What follows belongs to an exercise in optimizing a design on an open flow for small area, a short achievable clock period and few clock cycles; a production flow would make more cautious choices. For this run, only the layout was checked, not whether the RTL still works. Power figures rest on the tool's default switching activity, not on a simulated workload.

**flow/design.v**
```verilog
module filter2d(
                input           clk,
                input           rstn,
                input           start,
                output reg      finish,
                output          cs,
                output          we,
                output [16:0]   addr,
                output [7:0]    din,
                input  [7:0]    dout,
                input           h_write,
                input  [3:0]    h_idx,
                input  [7:0]    h_data
);
reg        run;
reg  [2:0] t;
reg  [7:0] s;
reg  [7:0] b;
wire t_last = (t == 3'd5);
wire done   = (t == 3'd5) && (s == 8'd1) && b[7];
always @(posedge clk or negedge rstn) begin
    if (!rstn) begin
        run    <= 1'b0;
        t      <= 3'd0;
        s      <= 8'd0;
        b      <= 8'd0;
        finish <= 1'b0;
    end else begin
        finish <= run & done;
        if (start) begin
            run <= 1'b1;
            t   <= 3'd1;
            s   <= 8'd0;
            b   <= 8'd0;
        end else if (run) begin
            if (done) run <= 1'b0;
            t <= t_last ? 3'd0 : t + 3'd1;
            if (t_last) begin
                s <= s + 8'd1;
                if (s == 8'd255) b <= b + 8'd1;
            end
        end
    end
end
reg         cs_q, we_q;
reg  [16:0] addr_q;
reg  [7:0]  din_q;
assign cs   = cs_q;
assign we   = we_q;
assign addr = addr_q;
assign din  = din_q;
wire [6:0] bm1 = b[6:0] - 7'd1;
wire [6:0] bp1 = b[6:0] + 7'd1;
wire       wprev = (s[7:1] == 7'd0);           
wire [6:0] bw  = wprev ? bm1 : b[6:0];
wire [7:0] sw  = s - 8'd2;
reg        n_cs, n_we;
reg [16:0] n_addr;
always @(*) begin
    n_we = 1'b0;
    case (t)
        3'd0: begin n_addr = {1'b0, bm1,    1'b1, s};  n_cs = (b != 8'd0) && !b[7]; end
        3'd1: begin n_addr = {1'b0, b[6:0], 1'b0, s};  n_cs = !b[7]; end
        3'd2: begin n_addr = {1'b1, bw,     1'b0, sw}; n_cs = !((b == 8'd0) && wprev); n_we = 1'b1; end
        3'd3: begin n_addr = {1'b0, b[6:0], 1'b1, s};  n_cs = !b[7]; end
        3'd4: begin n_addr = {1'b1, bw,     1'b1, sw}; n_cs = !((b == 8'd0) && wprev); n_we = 1'b1; end
        default: begin n_addr = {1'b0, bp1, 1'b0, s};  n_cs = (b[6:0] != 7'd127) && !b[7]; end
    endcase
end
always @(posedge clk or negedge rstn) begin
    if (!rstn) begin
        cs_q <= 1'b0;
        we_q <= 1'b0;
    end else begin
        cs_q <= run & n_cs;
        we_q <= run & n_cs & n_we;
    end
end
always @(posedge clk) addr_q <= n_addr;
reg [7:0] h0, h1, h2, h3, h4, h5, h6, h7, h8;
always @(posedge clk or negedge rstn) begin
    if (!rstn) begin
        h0 <= 8'h08; h1 <= 8'h10; h2 <= 8'h08;
        h3 <= 8'h10; h4 <= 8'h20; h5 <= 8'h10;
        h6 <= 8'h08; h7 <= 8'h10; h8 <= 8'h08;
    end else if (h_write) begin
        case (h_idx)
            4'd0: h0 <= h_data;
            4'd1: h1 <= h_data;
            4'd2: h2 <= h_data;
            4'd3: h3 <= h_data;
            4'd4: h4 <= h_data;
            4'd5: h5 <= h_data;
            4'd6: h6 <= h_data;
            4'd7: h7 <= h_data;
            4'd8: h8 <= h_data;
            default: ;
        endcase
    end
end
reg       rv;
reg [7:0] pd;
wire      pd_en = (t == 3'd2) || (t == 3'd3) || (t == 3'd5) || (t == 3'd1);
always @(posedge clk) begin
    rv <= cs_q;
    if (pd_en) pd <= rv ? dout : 8'd0;
end
reg  [2:0] ksel, ksel2;
reg        mfirst;
wire [2:0] kdec = (t == 3'd2 || t == 3'd3) ? 3'b001 :
                  (t == 3'd4 || t == 3'd5) ? 3'b010 : 3'b100;
wire       mfirst_n = (t == 3'd2) ? (s == 8'd0) : mfirst;
always @(posedge clk) begin
    ksel   <= kdec;
    mfirst <= mfirst_n;
    ksel2  <= mfirst_n ? 3'b000 : kdec;
end
wire [7:0] c0 = ({8{ksel[0]}}  & h0) | ({8{ksel[1]}}  & h3) | ({8{ksel[2]}}  & h6);
wire [7:0] c1 = ({8{ksel[0]}}  & h1) | ({8{ksel[1]}}  & h4) | ({8{ksel[2]}}  & h7);
wire [7:0] c2 = ({8{ksel2[0]}} & h2) | ({8{ksel2[1]}} & h5) | ({8{ksel2[2]}} & h8);
reg [15:0] p0, p1, p2;
always @(posedge clk) begin
    p0 <= pd * c0;
    p1 <= pd * c1;
    p2 <= pd * c2;
end
localparam [19:0] K  = 20'hB8040;
localparam [19:0] KM = 20'hD0040;
reg  [2:0] ka;        
reg        mk;        
reg        afirst;
wire [2:0] kadec = (t == 3'd3 || t == 3'd4) ? 3'b001 :
                   (t == 3'd5 || t == 3'd0) ? 3'b010 : 3'b100;
wire       afirst_n = (t == 3'd3) ? (s == 8'd0) : afirst;
always @(posedge clk) begin
    ka     <= kadec;
    afirst <= afirst_n;
    mk     <= afirst_n & kadec[0];
end
wire [19:0] q0 = {4'd0, ~p0[15], p0[14:0]};
wire [19:0] q1 = {4'd0, ~p1[15], p1[14:0]};
wire [19:0] q2 = {4'd0, ~p2[15], p2[14:0]};
reg [19:0] fa, fb, ma, mb, na, nb;
wire [19:0] fres = fa + q2;
wire [19:0] mres = (mk    ? KM : ma) + q1;
wire [19:0] nres = (ka[0] ? K : na) + q0;
always @(posedge clk) begin
    fa <= fb;
    ma <= mb;
    na <= nb;
    fb <= ka[2] ? mres : fres;
    mb <= ka[2] ? nres : mres;
    nb <= nres;
end
wire [7:0] pix = (fres[19:15] != 5'd0) ? 8'hff : fres[14:7];
always @(posedge clk) if (ka[2]) din_q <= pix;
endmodule
```
**flow/run.sh**
```bash
#!/bin/bash
# synth_recipe.tcl (not shown) runs the flow's synth.tcl, then flattens the netlist and writes it again
# the make line also repeats each setting of config.mk as NAME=value (left out here)
make -C /OpenROAD-flow-scripts/flow DESIGN_CONFIG=/design/flow/config.mk WORK_HOME=/design/flow/orfs CLKGATE_MAP_FILE= SYNTH_SCRIPT=/design/flow/synth_recipe.tcl finish
```
**flow/config.mk**
```make
export PLATFORM = sky130hd
export DESIGN_NAME = filter2d
export DESIGN_NICKNAME = filter2d
export VERILOG_FILES = /design/flow/design.v
export SDC_FILE = /design/flow/constraint.sdc
export NUM_CORES = 4
export LEC_CHECK = 0
export CAP_MARGIN = 20
export CORE_MARGIN = 2
export CORE_UTILIZATION = 40
export SLEW_MARGIN = 20
```
**flow/constraint.sdc**
```tcl
create_clock -name core_clock -period 10.0 [get_ports {clk}]
set_input_delay 2.0000 -clock core_clock [delete_from_list [all_inputs] [get_ports {clk}]]
set_output_delay 2.0000 -clock core_clock [all_outputs]
set_load 0.01 [all_outputs]
```
==> results.yml <==
layout:
  nNetsFinal: 2238
  final-seq-area_sq_um: 6810
  diodes: 0
  fin_util_pct: 45.9
  final_layout_size_suffix_gt1_share_pct: 10.2
  fin_cells: 2571
  design_area_sq_um: 21500
  area_growth_pct: 12.6
  multiInputGateArea_sq_um: 11300
  fillCellCount: 4411
route:
  drt-initial-drc-count: 737
  firstDrtPassIters: 9
  via_per_inst: 5.18
  drc: 0
  postRouteAntennaNets: 0
  wl_mm: 41.4
  dr_total_vias: 13322
  routedWlPerCell_um: 16.1
floorplanning:
  core_area_sq_um: 46800
  row_count: 79
  start_util_pct: 40.8
  dieWidth_um: 222
  ioPinCount: 52
  die_height_um: 222
  die_area_sq_um: 49400
cts:
  cts-resized-gates: 0
  clk_latency_ns: 0.53
  cts_buffers: 36
  clk_pin_slew_ns: 0.06
  root_buffer: "clkbuf_16"
  htree_levels: 2
  post_cts_buffers: 0
  clockBufferDepth: 3
  cts_hold_buffers: 0
  cts.sinks: 308
  cts_tree: "done"
global_route:
  grt.total_usage_pct: 17.1
  grt_max_degree: 80
  grt_overflow: 0
  grt_pass1_vias: 13578
  antenna_found_initial: 0
  grt_pass1_wl_mm: 69.2
place:
  dpl.hpwl_mm: 30.8
  gp_congestion: 0.830
  io_buffers: 51
  placed_cell_area_sq_um: 20200
  dp.cells: 2501
synth:
  synth_cell_types: 72
  netlist_instances: 1888
  synthArstFlopShare_pct: 30.8
  yosysWarnings: 1
  synth_most_common_cell: "dfxtp_1"
  seq_area_frac_synth_pct: 35.8
  syn-cell-area_sq_um: 19100
  synth_common_cells: "dfxtp_1 (197), inv_1 (189), nor2b_1 (182), ha_1 (165), fa_1 (111)"
  syn_area_per_cell_sq_um: 10.1
  ys_top_cells_by_area: "dfxtp_1 (21%), fa_1 (12%), dfrtp_1 (11%)"
  ys.flop_type: "dfxtp_1"
  ys_ff_latch: 308
  netlist.area_leader.share_pct: 20.7
  yosysTopAreaCell: "dfxtp_1"
  synth_edf_count: 16
  syn_nets: 2188
sta:
  finClkSkew_ns: 0.0105
  period_share_pct: 54.9
  setup_viol: 0
  slew_headroom_pct: 26.8
  layout_min_cycle_time_ns: 5.49
  max_freq_mhz: 182
  finalSetupTns_ns: 0
  drv_slew: 0
  tightest_slew_ns: 1.10
  hold_violations: 0
  rsz0062_at_grt: "no"
status:
  outcome: "complete, no violations"
critical_path:
  crit_type: "register to register"
  crit_slowest_cell: "a222oi_1"
  worstPathArrival_ns: 5.94
  crit_path_start_kind: "register"
  cp_slowest_stage_delay_ns: 1.00
  path_cells: "a222oi_1 -> nand2b_1 -> fa_1 -> fa_1 -> inv_1 -> fa_1 -> inv_1 -> fa_1 -> inv_1 -> ha_1 -> inv_1 -> a21oi_1 -> o41a_1 -> a41o_1 -> o41ai_1 -> xnor2_1"
  required_ns: 10.45
  cp-end-kind: "register"
  critPathMaxFanout: 16
pwr:
  power.switching_mw: 3.20
  ir_drop_mv: 0.157
  power.density_nw_per_um2: 359
  intPower_mw: 4.50
  p_sw_share_pct: 41.6
  p_leak_nw: 9.68
  power_frac_seq_pct: 26.2
  p_comb_share_pct: 56.4
  clock_power_share_pct: 17.4
flow_run:
  maxCapViolCount: 0
worst_hold_path:
  hold_class: "register to register"
worst max-delay path: cells and delay by family (launching register included):
family	cells	cell delay (ns)
compound gates	5	1.99
xor+xnor	1	0.16
fa+ha+maj	5	2.29
buf+inv	4	0.23
flops	1	0.49
simple gates	1	0.24
cells in the final DEF, fill, tap and decap left out, drive strengths merged, types with 8 or more instances in the layout:
cell             n
buf             17
and3            13
xnor2           60
fa             111
a211oi          12
or3             17
nor2b          182
a222oi          21
nand2b          50
nand3b           8
nand3           26
ha             165
o21ai           59
o21a            15
dfrtp           86
mux2i           11
nor3            29
and2            31
inv            193
o211ai          12
mux2            86
or2             14
clkinv          11
dfxtp          197
edfxtp          16
xor2            24
o31ai           12
o21bai          10
a21oi           68
a21o            23
clkdlybuf4s50   50
nand2           80
nand4            9
clkbuf          47
dfstp            9
nor2           100
layout make-up:
class / count / share of cell area, %
Clock buffer: 43 / 4.65
Sequential cell: 308 / 31.7
Timing Repair Buffer: 71 / 3.00
Inverter: 190 / 3.32
Tap cell: 607 / 3.54
Clock inverter: 21 / 1.07
Multi-Input combinational cell: 1331 / 52.7
registers in the layout (all words and copies together), names as in the netlist, 16 cells and up:
register  flops
fa           20
p2           16
ma           20
na           20
nb           20
p0           16
p1           16
mb           20
addr_q       17
fb           20
path summary, 6_finish.rpt:
check	slack (ns)	startpoint	to	cells past startpoint
min in group asynchronous	1.34	rstn	finish	1
worst min register to register	0.32	fb[5]	fa[5]	0
worst max-delay path	4.51	ksel[0]	p0[15]	16
worst min-delay path	0.32	fb[5]	fa[5]	0
max in group asynchronous	7.42	rstn	h8[2]	2
worst max register to register	4.51	ksel[0]	p0[15]	16
metal layers:
layer  track usage (%)  part of all wire (%)
met3              2.31                   3.7
met5                 0                     0
met2              28.3                    46
met4              5.60                   2.6
met1              23.3                    48
power by group through the flow:
stage	sequential, mW	combinational [mW]	clock [mW]
floorplan	1.90	3.38	0
global placement	2.03	4.26	0
detailed placement	2.04	4.33	0
CTS	2.02	4.38	1.38
global route	2.07	4.94	1.43
finish	2.02	4.34	1.34
stage by stage:
step / hold WS (ns) / power, mW / worst slack [ns]
after global routing: 0.326 / 8.44 / 4.07
after global placement: 0.310 / 6.28 / 4.64
after CTS: 0.320 / 7.78 / 4.45
final: 0.321 / 7.70 / 4.51
after detailed placement: 0.312 / 6.37 / 4.49
after floorplan: 0.310 / 5.28 / 4.94
cells by family (layout without fill, tap and decap cells):
| family | after synthesis | after routing | synth area share [%] |
|---|---|---|---|
| AO/OA/AOI/OAI | 292 | 292 | 10.7 |
| XOR/XNOR | 84 | 84 | 3.86 |
| AND/OR/NAND/NOR | 582 | 582 | 16.7 |
| flip-flops | 308 | 308 | 35.8 |
| multiplexers | 97 | 97 | 5.66 |
| buffers and inverters | 249 | 325 | 4.91 |
| adder cells (fa/ha/maj) | 276 | 276 | 22.5 |

[afterwards: timing with drivers on the ports]
No port has a modelled driver above. Below, the same layout with a new extraction and two added sets of constraints. Step 1, drivers: a clkbuf_16 drives clk and a buf_2 each remaining input, both assumed. Step 2 moves the port delays by t, midway between the first and last clock arrival at a register: inputs arrive t later, outputs are due t later. That takes back most of the time a late clock gives input paths. Three values: no drivers, after step 1, after step 2; two values: the first two.
shift t [ns]: 0.581
slack for setup (ns): 4.509 / 4.509 / 4.509
worst slew at a driven data input, ns: 0.03
After both steps setup and hold are still met in this run. The setup slack of this run moves by 0.000 ns with the drivers and by 0.000 ns with both steps.
